From an optimization exercise on the open Yosys and OpenROAD flow, aimed at small area and a short achievable clock period; shortcuts taken in it are not production practice. The RTL was checked by simulation tests, not by an equivalence proof against the original design.

==> inputs of job 6348 <==
==> flow/design.v <==
module gpu_span (
    input clk,
    input sample,
    input start,
    input [9:0] cy,
    input wrap,
    input [1:0] shape,
    input signed [11:0] x0,
    input signed [11:0] y0,
    input signed [11:0] x1,
    input signed [11:0] y1,
    input signed [11:0] x2,
    input signed [11:0] y2,
    input signed [11:0] ccx,
    input signed [11:0] ccy,
    input [11:0] radius,
    output reg [9:0] lo,
    output reg [9:0] hi
);
    reg [1:0] shp;
    reg [11:0] px0, py0, px1, py1, px2, py2;
    reg [1:0] edg;           
    reg [4:0] stp;           
    reg [24:0] P;            
    reg [13:0] B;            
    reg [12:0] A;            
    reg sb, sa, sd;          
    wire act  = (edg != 2'd3);
    wire e0   = (edg == 2'd0);
    wire s_rect = (shp == 2'd0);
    wire s_tri  = (shp == 2'd1);
    wire s_cir  = (shp == 2'd2);
    wire s_none = (shp == 2'd3);
    wire t_    = act & s_tri;
    wire c_    = act & s_cir & e0;
    wire r_    = act & s_rect & e0;
    wire k0 = (stp == 5'd0), k1 = (stp == 5'd1), k2 = (stp == 5'd2), k3 = (stp == 5'd3);
    wire k4 = (stp == 5'd4), k15 = (stp == 5'd15), k28 = (stp == 5'd28);
    wire k29 = (stp == 5'd29), k30 = (stp == 5'd30);
    wire cmul = (stp >= 5'd4) && (stp <= 5'd15);     
    wire csq  = (stp >= 5'd16) && (stp <= 5'd27);    
    wire tmul = (stp >= 5'd5) && (stp <= 5'd16);     
    wire tdiv = (stp >= 5'd17) && (stp <= 5'd29);    
    wire n_ld    = (t_ & k0) | (c_ & k0);            
    wire n_t_lb  = t_ & k1;                          
    wire n_t_la  = t_ & k2;                          
    wire n_neg   = (t_ & k3) | (c_ & k1);            
    wire n_lh    = t_ & k4;                          
    wire n_rchk  = r_ & k0;                          
    wire n_rchk2 = r_ & k3;                          
    wire n_clbr  = c_ & k2;                          
    wire n_clpr  = c_ & k3;                          
    wire n_mul   = (t_ & tmul) | (c_ & cmul);
    wire n_div   = t_ & tdiv;
    wire n_sq    = c_ & csq;
    wire n_tfin  = t_ & k30;
    wire n_cfl   = c_ & k28;
    wire n_cfu   = c_ & k29;
    wire n_rfl   = r_ & k1;
    wire n_rfu   = r_ & k2;
    wire n_rrot  = r_ & (k2 | k4 | (stp == 5'd5));
    wire n_none  = act & s_none & e0 & k0;
    wire n_rowsel = n_ld | n_rchk | n_rchk2;
    wire ru = sd ^ sb;                               
    wire n_first = ((stp == 5'd16) & s_cir) | ((stp == 5'd17) & s_tri);
    reg xs_x1s, xs_x1z, xs_y1, xs_y0, xs_ph, xs_x0, xs_m1;
    reg ys_x0, ys_y0, ys_p, ys_a, ys_cy;
    reg t_fin, c_fl, c_fu, r_fl, r_fu, r_chk, r_chk2, c_lpr, n_emp;
    reg neg, mul, t_div, c_sq, first, wB, wA, wPl, wPh, wSd, clrB, clrA, fin, rot;
    reg inv_s, cin_s;
    always @(posedge clk) begin
        xs_x1s <= ~start & (n_t_lb | n_rfu);
        xs_x1z <= ~start & (n_clbr | n_clpr);
        xs_y1  <= ~start & n_t_la;
        xs_y0  <= ~start & n_rowsel;
        xs_ph  <= ~start & (n_mul | n_div);
        xs_x0  <= ~start & (n_tfin | n_cfl | n_cfu | n_rfl);
        xs_m1  <= ~start & n_lh & ru & ~sa & (A != 13'd0);
        ys_x0  <= ~start & n_t_lb;
        ys_y0  <= ~start & n_t_la;
        ys_p   <= ~start & (n_neg | n_clbr | n_clpr | n_tfin);
        ys_a   <= ~start & (n_div | n_cfl | n_cfu | (n_lh & ru));
        ys_cy  <= ~start & n_rowsel & ~wrap;
        t_fin  <= ~start & n_tfin;
        c_fl   <= ~start & n_cfl;
        c_fu   <= ~start & n_cfu;
        r_fl   <= ~start & n_rfl;
        r_fu   <= ~start & n_rfu;
        r_chk  <= ~start & n_rchk;
        r_chk2 <= ~start & n_rchk2;
        c_lpr  <= ~start & n_clpr;
        n_emp  <= ~start & n_none;
        neg    <= ~start & n_neg;
        mul    <= ~start & n_mul;
        t_div  <= ~start & n_div;
        c_sq   <= ~start & n_sq;
        first  <= n_first;
        wB     <= ~start & (n_t_lb | n_clbr);
        wA     <= ~start & n_t_la;
        wPl    <= ~start & (n_ld | n_clpr | n_rchk | n_rchk2);
        wPh    <= ~start & n_lh;
        wSd    <= ~start & n_ld;
        clrB   <= ~start & c_ & k15;
        clrA   <= ~start & n_clbr;
        fin    <= ~start & (n_tfin | n_cfl | n_cfu | n_rfl | n_rfu);
        rot    <= ~start & (n_tfin | n_rrot);
        inv_s  <= ~start & ((n_div & ~n_first & (~Dn ^ sa)) | (n_sq & ~n_first & ~Dn) |
                            (n_div & n_first & ~sa) | (n_sq & n_first) |
                            n_t_lb | n_t_la | n_rowsel | n_clpr | n_neg |
                            n_cfl | n_rfu | (n_mul & sb) | (n_lh & ru & sa) |
                            (n_tfin & (sd ^ sa)));
        cin_s  <= ~start & ((n_div & ~n_first & (~Dn ^ sa)) | (n_sq & ~n_first & ~Dn) |
                            (n_div & n_first & ~sa) | (n_sq & n_first) |
                            n_t_lb | n_t_la | (n_rowsel & wrap) | n_clpr | n_neg |
                            n_cfl | (n_mul & sb) | (n_tfin & (sd ^ sa)));
    end
    wire sat = P[12];                        
    wire tneg = sd ^ sa;                     
    wire dsign = ~first & ~P[0];             
    wire [14:0] X =
        ({15{xs_x1s}} & {{3{px1[11]}}, px1}) |
        ({15{xs_x1z}} & {3'd0, px1}) |
        ({15{xs_y1}}  & {{3{py1[11]}}, py1}) |
        ({15{xs_y0}}  & {{3{py0[11]}}, py0}) |
        ({15{xs_ph}}  & {{2{t_div & dsign}}, P[24:12]}) |
        ({15{c_sq}}   & {B[12:0], P[23:22]}) |
        ({15{xs_x0}}  & {{3{px0[11]}}, px0}) |
        {15{xs_m1}};
    wire [14:0] Y =
        ({15{ys_x0}}      & {{3{px0[11]}}, px0}) |
        ({15{ys_y0}}      & {{3{py0[11]}}, py0}) |
        ({15{ys_p}}       & {{2{P[12]}}, P[12:0]}) |
        ({15{mul & P[0]}} & {B[13], B}) |
        ({15{ys_a}}       & {{2{A[12]}}, A}) |
        ({15{c_sq}}       & {1'b0, A[11:0], ~inv_s, 1'b1}) |
        ({15{ys_cy}}      & {5'd0, cy});
    wire inv = inv_s;
    wire cin = cin_s;
    wire [14:0] D;
    gpu_add15 alu (.a(X), .b(inv ? ~Y : Y), .cin(cin), .s(D));
    wire Dn = D[14];
    wire Pz = (P[12:0] == 13'd0);
    reg ck1, ck2;    
    always @(posedge clk) begin
        ck1 <= r_chk;
        ck2 <= r_chk2;
    end
    wire az = (A == 13'd0);
    wire tri_special = az | sat;
    reg updU, updL;
    always @(posedge clk) begin
        updU <= (t_fin & ~sa & ~tri_special) | c_fu | r_fu;
        updL <= (t_fin & sa & ~tri_special) | c_fl | r_fl;
    end
    wire Vn = P[14];
    wire fits = ~P[14] & (P[13:10] == 4'd0);
    reg empR;    
    always @(posedge clk)
        empR <= n_emp | (ck1 & ~P[12] & ~Pz) | (ck2 & (P[12] | Pz)) | (c_lpr & Dn);
    wire force_emp =
        empR |
        (t_fin & az & sd) |
        (t_fin & ~az & sat & (sa ? ~tneg : tneg)) |
        (updU & Vn) |
        (updL & ~Vn & ~fits);
    wire upd_hi = updU & fits & (P[9:0] < hi);
    wire upd_lo = updL & fits & (P[9:0] > lo);
    always @(posedge clk) begin
        if (sample) begin
            shp <= shape;
            px0 <= (shape == 2'd2) ? ccx : x0;
            py0 <= (shape == 2'd2) ? ccy : y0;
            px1 <= (shape == 2'd2) ? radius : x1;
            py1 <= y1;
            px2 <= x2;
            py2 <= y2;
        end else if (rot) begin
            px0 <= px1; py0 <= py1;
            px1 <= px2; py1 <= py2;
            px2 <= px0; py2 <= py0;
        end
        if (start) begin
            edg <= 2'd0;
            stp <= 5'd0;
        end else if (act) begin
            if (stp == 5'd30) begin
                stp <= 5'd0;
                edg <= edg + 2'd1;
            end else
                stp <= stp + 5'd1;
        end
        if (wB) begin B <= D[13:0]; sb <= Dn; end
        if (clrB) B <= 14'd0;
        if (wA) begin A <= D[12:0]; sa <= Dn; end
        if (clrA) A <= 13'd0;
        if (wPl | (neg & P[12])) P <= {12'd0, D[12:0]};
        if (wPh) P[24:12] <= D[12:0];
        if (wSd) sd <= ~Dn;
        if (mul) P <= {D[13:0], P[11:1]};
        if (t_div) begin
            if (first) sd <= sd ^ sb && (P != 25'd0);
            P <= {D[11:0], P[11:0], ~Dn};
        end
        if (fin) P <= {10'd0, D};
        if (c_sq) begin
            P <= {P[22:0], 2'b00};
            B <= D[13:0];
            A <= {A[11:0], ~Dn};
        end
        if (start) begin
            lo <= 10'd0;
            hi <= 10'd1023;
        end else begin
            if (force_emp) lo <= 10'd1023;
            else if (upd_lo) lo <= P[9:0];
            if (upd_hi) hi <= P[9:0];
        end
    end
endmodule
module gpu_add15 (
    input [14:0] a,
    input [14:0] b,
    input cin,
    output [14:0] s
);
    reg [14:0] g, p, G, Pg;
    reg [14:0] sum;
    integer i, k, j;
    always @(*) begin
        p = a ^ b;
        g = a & b;
        G = g;
        Pg = p;
        G[0] = g[0] | (p[0] & cin);
        for (k = 0; k < 4; k = k + 1)
            for (i = 14; i >= 0; i = i - 1)
                if ((i >> k) & 1) begin
                    j = ((i >> k) << k) - 1;
                    G[i] = G[i] | (Pg[i] & G[j]);
                    Pg[i] = Pg[i] & Pg[j];
                end
        sum[0] = p[0] ^ cin;
        for (i = 1; i < 15; i = i + 1)
            sum[i] = p[i] ^ G[i - 1];
    end
    assign s = sum;
endmodule
module gpu (
    input clk,
    input rst,
    input [1:0] shape,
    input [23:0] color,
    input signed [11:0] x0,
    input signed [11:0] y0,
    input signed [11:0] x1,
    input signed [11:0] y1,
    input signed [11:0] x2,
    input signed [11:0] y2,
    input signed [11:0] cx,
    input signed [11:0] cy,
    input [11:0] radius,
    output [23:0] pixel,
    output reg [9:0] counterX,
    output reg [9:0] counterY,
    output reg terminated,
    output reg write_done
);
    reg [13:0] sc;
    wire sc_end = (sc == 14'd10000);
    always @(posedge clk) begin
        if (rst) begin
            sc <= 14'd0;
            write_done <= 1'b0;
            terminated <= 1'b0;
        end else begin
            sc <= sc_end ? 14'd1 : sc + 14'd1;
            if (sc_end) begin
                write_done <= 1'b1;
                if (write_done) terminated <= 1'b1;
            end
        end
    end
    wire x_last = (counterX == 10'd639);
    wire y_last = (counterY == 10'd479);
    wire [9:0] y_inc = counterY + 10'd1;
    always @(posedge clk) begin
        if (rst) begin
            counterX <= 10'd0;
            counterY <= 10'd0;
        end else if (write_done) begin
            if (x_last) begin
                counterX <= 10'd0;
                counterY <= y_last ? 10'd0 : y_inc;
            end else
                counterX <= counterX + 10'd1;
        end
    end
    wire start  = write_done ? (counterX == 10'd540) : (sc == 14'd9901);
    wire sample = start & (y_last | ~write_done);
    wire swap   = write_done ? x_last : sc_end;
    wire [9:0] lo, hi;
    gpu_span span (
        .clk(clk), .sample(sample), .start(start),
        .cy(counterY), .wrap(~write_done | y_last),
        .shape(shape), .x0(x0), .y0(y0), .x1(x1), .y1(y1), .x2(x2), .y2(y2),
        .ccx(cx), .ccy(cy), .radius(radius), .lo(lo), .hi(hi)
    );
    reg [9:0] Lc, Hc;
    always @(posedge clk)
        if (swap) begin
            Lc <= lo;
            Hc <= hi;
        end
    wire hit = (counterX >= Lc) & (counterX <= Hc);
    reg [23:0] colS, colA;
    always @(posedge clk) begin
        if (sample) colS <= color;
        if (write_done & (counterX == 10'd1) & (counterY == 10'd0)) colA <= colS;
    end
    reg h1, h2;
    always @(posedge clk) begin
        if (rst) begin
            h1 <= 1'b0;
            h2 <= 1'b0;
        end else begin
            h1 <= write_done & hit;
            h2 <= h1;
        end
    end
    assign pixel = h2 ? colA : 24'd0;
endmodule
==> flow/flow/run.sh <==
#!/bin/bash
set -euo pipefail
export BUFFER_PORTS_ARGS="-buffer_cell sky130_fd_sc_hd__buf_1"
export SETUP_SLACK_MARGIN=7.5
bash standard.sh synth > synth.log 2>&1
bash standard.sh > layout.log 2>&1
==> flow/standard.sh <==
#!/bin/bash
# synth_recipe.tcl (not shown) runs the flow's synth.tcl, then flattens the netlist and writes it again
# the make line also repeats each setting of config.mk as NAME=value (left out here)
make -C /OpenROAD-flow-scripts/flow DESIGN_CONFIG=/design/flow/config.mk WORK_HOME=/design/flow/orfs CLKGATE_MAP_FILE= SYNTH_SCRIPT=/design/flow/synth_recipe.tcl "${@:-finish}"
==> flow/config.mk <==
export PLATFORM = sky130hd
export DESIGN_NAME = gpu
export DESIGN_NICKNAME = gpu
export VERILOG_FILES = /design/flow/design.v
export SDC_FILE = /design/flow/constraint.sdc
export NUM_CORES = 4
export LEC_CHECK = 0
export ABC_AREA = 1
export CAP_MARGIN = 20
export CORE_MARGIN = 2
export CORE_UTILIZATION = 40
export CTS_BUF_LIST = sky130_fd_sc_hd__clkbuf_8
export CTS_CLUSTER_DIAMETER = 60
export CTS_CLUSTER_SIZE = 20
export SLEW_MARGIN = 20
==> flow/constraint.sdc <==
create_clock -name core_clock -period 11.0 [get_ports {clk}]
set_input_delay 2.2000 -clock core_clock [delete_from_list [all_inputs] [get_ports {clk}]]
set_output_delay 2.2000 -clock core_clock [all_outputs]
set_load 0.01 [all_outputs]
==> inputs of job 6513, as changes to job 6348 <==
--- a/flow/design.v
+++ b/flow/design.v
@@ -65,8 +65,7 @@
     wire n_first = ((stp == 5'd16) & s_cir) | ((stp == 5'd17) & s_tri);
     reg xs_x1s, xs_x1z, xs_y1, xs_y0, xs_ph, xs_x0, xs_m1;
     reg ys_x0, ys_y0, ys_p, ys_a, ys_cy;
-    reg t_fin, c_fl, c_fu, r_fl, r_fu, r_chk, r_chk2, c_lpr, n_emp;
-    reg neg, mul, t_div, c_sq, first, wB, wA, wPl, wPh, wSd, clrB, clrA, fin, rot;
+    reg mul, t_div, c_sq, first;
     reg inv_s, cin_s;
     always @(posedge clk) begin
         xs_x1s <= ~start & (n_t_lb | n_rfu);
@@ -81,29 +80,10 @@
         ys_p   <= ~start & (n_neg | n_clbr | n_clpr | n_tfin);
         ys_a   <= ~start & (n_div | n_cfl | n_cfu | (n_lh & ru));
         ys_cy  <= ~start & n_rowsel & ~wrap;
-        t_fin  <= ~start & n_tfin;
-        c_fl   <= ~start & n_cfl;
-        c_fu   <= ~start & n_cfu;
-        r_fl   <= ~start & n_rfl;
-        r_fu   <= ~start & n_rfu;
-        r_chk  <= ~start & n_rchk;
-        r_chk2 <= ~start & n_rchk2;
-        c_lpr  <= ~start & n_clpr;
-        n_emp  <= ~start & n_none;
-        neg    <= ~start & n_neg;
         mul    <= ~start & n_mul;
         t_div  <= ~start & n_div;
         c_sq   <= ~start & n_sq;
         first  <= n_first;
-        wB     <= ~start & (n_t_lb | n_clbr);
-        wA     <= ~start & n_t_la;
-        wPl    <= ~start & (n_ld | n_clpr | n_rchk | n_rchk2);
-        wPh    <= ~start & n_lh;
-        wSd    <= ~start & n_ld;
-        clrB   <= ~start & c_ & k15;
-        clrA   <= ~start & n_clbr;
-        fin    <= ~start & (n_tfin | n_cfl | n_cfu | n_rfl | n_rfu);
-        rot    <= ~start & (n_tfin | n_rrot);
         inv_s  <= ~start & ((n_div & ~n_first & (~Dn ^ sa)) | (n_sq & ~n_first & ~Dn) |
                             (n_div & n_first & ~sa) | (n_sq & n_first) |
                             n_t_lb | n_t_la | n_rowsel | n_clpr | n_neg |
@@ -114,6 +94,38 @@
                             n_t_lb | n_t_la | (n_rowsel & wrap) | n_clpr | n_neg |
                             n_cfl | (n_mul & sb) | (n_tfin & (sd ^ sa)));
     end
+    reg [1:0] edq;
+    reg [4:0] stq;
+    always @(posedge clk) begin
+        edq <= start ? 2'd3 : edg;
+        stq <= stp;
+    end
+    wire aq  = (edq != 2'd3);
+    wire tq  = aq & s_tri;
+    wire cq  = aq & s_cir & (edq == 2'd0);
+    wire rq  = aq & s_rect & (edq == 2'd0);
+    wire q0 = (stq == 5'd0), q1 = (stq == 5'd1), q2 = (stq == 5'd2), q3 = (stq == 5'd3);
+    wire q4 = (stq == 5'd4), q5 = (stq == 5'd5), q15 = (stq == 5'd15), q28 = (stq == 5'd28);
+    wire q29 = (stq == 5'd29), q30 = (stq == 5'd30);
+    wire t_fin  = tq & q30;
+    wire c_fl   = cq & q28;
+    wire c_fu   = cq & q29;
+    wire r_fl   = rq & q1;
+    wire r_fu   = rq & q2;
+    wire r_chk  = rq & q0;
+    wire r_chk2 = rq & q3;
+    wire c_lpr  = cq & q3;
+    wire n_emp  = aq & s_none & (edq == 2'd0) & q0;
+    wire neg    = (tq & q3) | (cq & q1);
+    wire wB     = (tq & q1) | (cq & q2);
+    wire wA     = tq & q2;
+    wire wPl    = (tq & q0) | (cq & q0) | c_lpr | r_chk | r_chk2;
+    wire wPh    = tq & q4;
+    wire wSd    = (tq & q0) | (cq & q0);
+    wire clrB   = cq & q15;
+    wire clrA   = cq & q2;
+    wire fin    = t_fin | c_fl | c_fu | r_fl | r_fu;
+    wire rot    = t_fin | (rq & (q2 | q4 | q5));
     wire sat = P[12];                        
     wire tneg = sd ^ sa;                     
     wire dsign = ~first & ~P[0];             
@@ -223,15 +235,13 @@
     input cin,
     output [14:0] s
 );
-    reg [14:0] g, p, G, Pg;
-    reg [14:0] sum;
+    reg [14:0] p, G, Pg;
+    reg [15:0] c;
     integer i, k, j;
     always @(*) begin
         p = a ^ b;
-        g = a & b;
-        G = g;
+        G = a & b;
         Pg = p;
-        G[0] = g[0] | (p[0] & cin);
         for (k = 0; k < 4; k = k + 1)
             for (i = 14; i >= 0; i = i - 1)
                 if ((i >> k) & 1) begin
@@ -239,11 +249,11 @@
                     G[i] = G[i] | (Pg[i] & G[j]);
                     Pg[i] = Pg[i] & Pg[j];
                 end
-        sum[0] = p[0] ^ cin;
-        for (i = 1; i < 15; i = i + 1)
-            sum[i] = p[i] ^ G[i - 1];
+        c[0] = cin;
+        for (i = 1; i < 16; i = i + 1)
+            c[i] = G[i - 1] | (Pg[i - 1] & cin);
     end
-    assign s = sum;
+    assign s = p ^ c[14:0];
 endmodule
 module gpu (
     input clk,
@@ -259,21 +269,22 @@
     input signed [11:0] cx,
     input signed [11:0] cy,
     input [11:0] radius,
-    output [23:0] pixel,
+    output reg [23:0] pixel,
     output reg [9:0] counterX,
     output reg [9:0] counterY,
     output reg terminated,
     output reg write_done
 );
     reg [13:0] sc;
-    wire sc_end = (sc == 14'd10000);
+    wire sc_end = (sc == 14'd1470);
+    wire [13:0] sc_step = {sc[12:0], sc[13] ^ sc[12] ^ sc[11] ^ sc[1]};
     always @(posedge clk) begin
         if (rst) begin
-            sc <= 14'd0;
+            sc <= 14'd1;
             write_done <= 1'b0;
             terminated <= 1'b0;
         end else begin
-            sc <= sc_end ? 14'd1 : sc + 14'd1;
+            sc <= sc_end ? 14'd2 : sc_step;
             if (sc_end) begin
                 write_done <= 1'b1;
                 if (write_done) terminated <= 1'b1;
@@ -282,7 +293,16 @@
     end
     wire x_last = (counterX == 10'd639);
     wire y_last = (counterY == 10'd479);
-    wire [9:0] y_inc = counterY + 10'd1;
+    wire [9:0] x_inc, y_inc;
+    assign x_inc[0] = ~counterX[0];
+    assign y_inc[0] = ~counterY[0];
+    genvar gi;
+    generate
+        for (gi = 1; gi < 10; gi = gi + 1) begin : inc
+            assign x_inc[gi] = counterX[gi] ^ (&counterX[gi - 1:0]);
+            assign y_inc[gi] = counterY[gi] ^ (&counterY[gi - 1:0]);
+        end
+    endgenerate
     always @(posedge clk) begin
         if (rst) begin
             counterX <= 10'd0;
@@ -292,10 +312,10 @@
                 counterX <= 10'd0;
                 counterY <= y_last ? 10'd0 : y_inc;
             end else
-                counterX <= counterX + 10'd1;
+                counterX <= x_inc;
         end
     end
-    wire start  = write_done ? (counterX == 10'd540) : (sc == 14'd9901);
+    wire start  = write_done ? (counterX == 10'd540) : (sc == 14'd13895);
     wire sample = start & (y_last | ~write_done);
     wire swap   = write_done ? x_last : sc_end;
     wire [9:0] lo, hi;
@@ -315,17 +335,16 @@
     reg [23:0] colS, colA;
     always @(posedge clk) begin
         if (sample) colS <= color;
-        if (write_done & (counterX == 10'd1) & (counterY == 10'd0)) colA <= colS;
+        if (write_done & (counterX == 10'd0) & (counterY == 10'd0)) colA <= colS;
     end
-    reg h1, h2;
+    reg h1;
     always @(posedge clk) begin
         if (rst) begin
             h1 <= 1'b0;
-            h2 <= 1'b0;
+            pixel <= 24'd0;
         end else begin
             h1 <= write_done & hit;
-            h2 <= h1;
+            pixel <= h1 ? colA : 24'd0;
         end
     end
-    assign pixel = h2 ? colA : 24'd0;
 endmodule
==> flow/flow/run.sh (replaced) <==
#!/bin/bash
set -euo pipefail
export BUFFER_PORTS_ARGS="-buffer_cell sky130_fd_sc_hd__buf_1"
export SETUP_SLACK_MARGIN=8.3
bash standard.sh synth > synth.log 2>&1
bash standard.sh > layout.log 2>&1
- CORE_UTILIZATION: 40 -> 70
- CTS_CLUSTER_SIZE: 20 -> 16
- TNS_END_PERCENT: not set -> 0
==> run summary <==
metric	job 6348	job 6513
Synthesized instance count	1808	1912
Run status	finished clean	finished clean
Post-CTS setup buffer count	18	26
# clk buffers	29	27
HP Start	span.r_chk2$_DFF_P_	colS[16]$_DFFE_PP_
Core area	0.0395 mm2	0.0228 mm2
Final core area utilization	47.1%	81.3%
Area taken by flip-flops and latches	0.00807 mm2	0.00832 mm2
Cell with the biggest individual delay on the critical path	fa_2	dfxtp_1
Final weighted congestion in routability-driven placement	0.954	1.02
Post-synthesis mux area share	2.25%	0%
Detailed-routed wire length on met3	4.18 mm	5.63 mm
Smallest hold slack	0.334 ns	0.429 ns
Count of buffering cells on the critical path with inverters included	3	1
First-pass GRT wire length	70.6 mm	74.8 mm
Parity-gate share of the synthesized area counting xor and xnor cells	1.58%	1.18%
Via count of the first global-routing pass	12600	14300
Total wirelength of the detailed-routed design	46.7 mm	49.8 mm
Site row count	73	55
Number of non-filler instances in the completed layout	2561	2443
End of the worst hold path	span.ck2$_DFF_P_	colA[16]$_DFFE_PP_
Sequential area share after synthesis	50.0%	50.5%
Routed wirelength normalized by instance count	18.3 um	20.4 um
Post-synth net total	2015	2121
Worst slew margin relative to its limit	27.1%	27.6%

-- port drivers added, routing unchanged --
No port has a modelled driver above. Below, the same layouts with a new extraction and two added sets of constraints. Step 1 sets driving cells, clkbuf_16 on the clock port and buf_2 on the other inputs (assumed; they add their load-dependent delay and slew). Step 2 times the ports against the registers' clock, not the clock port: input delays grow and output delays shrink by t, the midpoint of the rising clock arrivals with the driver on. Three values: no drivers, after step 1, after step 2; two values: the first two.
| run | t, ns | setup slack, ns | worst setup path after step 2 | latest minus earliest clock arrival (ns) | worst register clock-pin slew, ns |
|---|---|---|---|---|---|
| job 6348 | 0.683 | 7.416 / 7.399 / 7.107 | input to register | 0.063 / 0.063 | 0.12 / 0.12 |
| job 6513 | 0.644 | 7.652 / 7.611 / 7.207 | input to register | 0.038 / 0.038 | 0.11 / 0.11 |
After both steps setup and hold are still met in every run listed. The setup slack of job 6513, which loses most, moves by -0.041 ns with the drivers and by -0.445 ns with both steps.
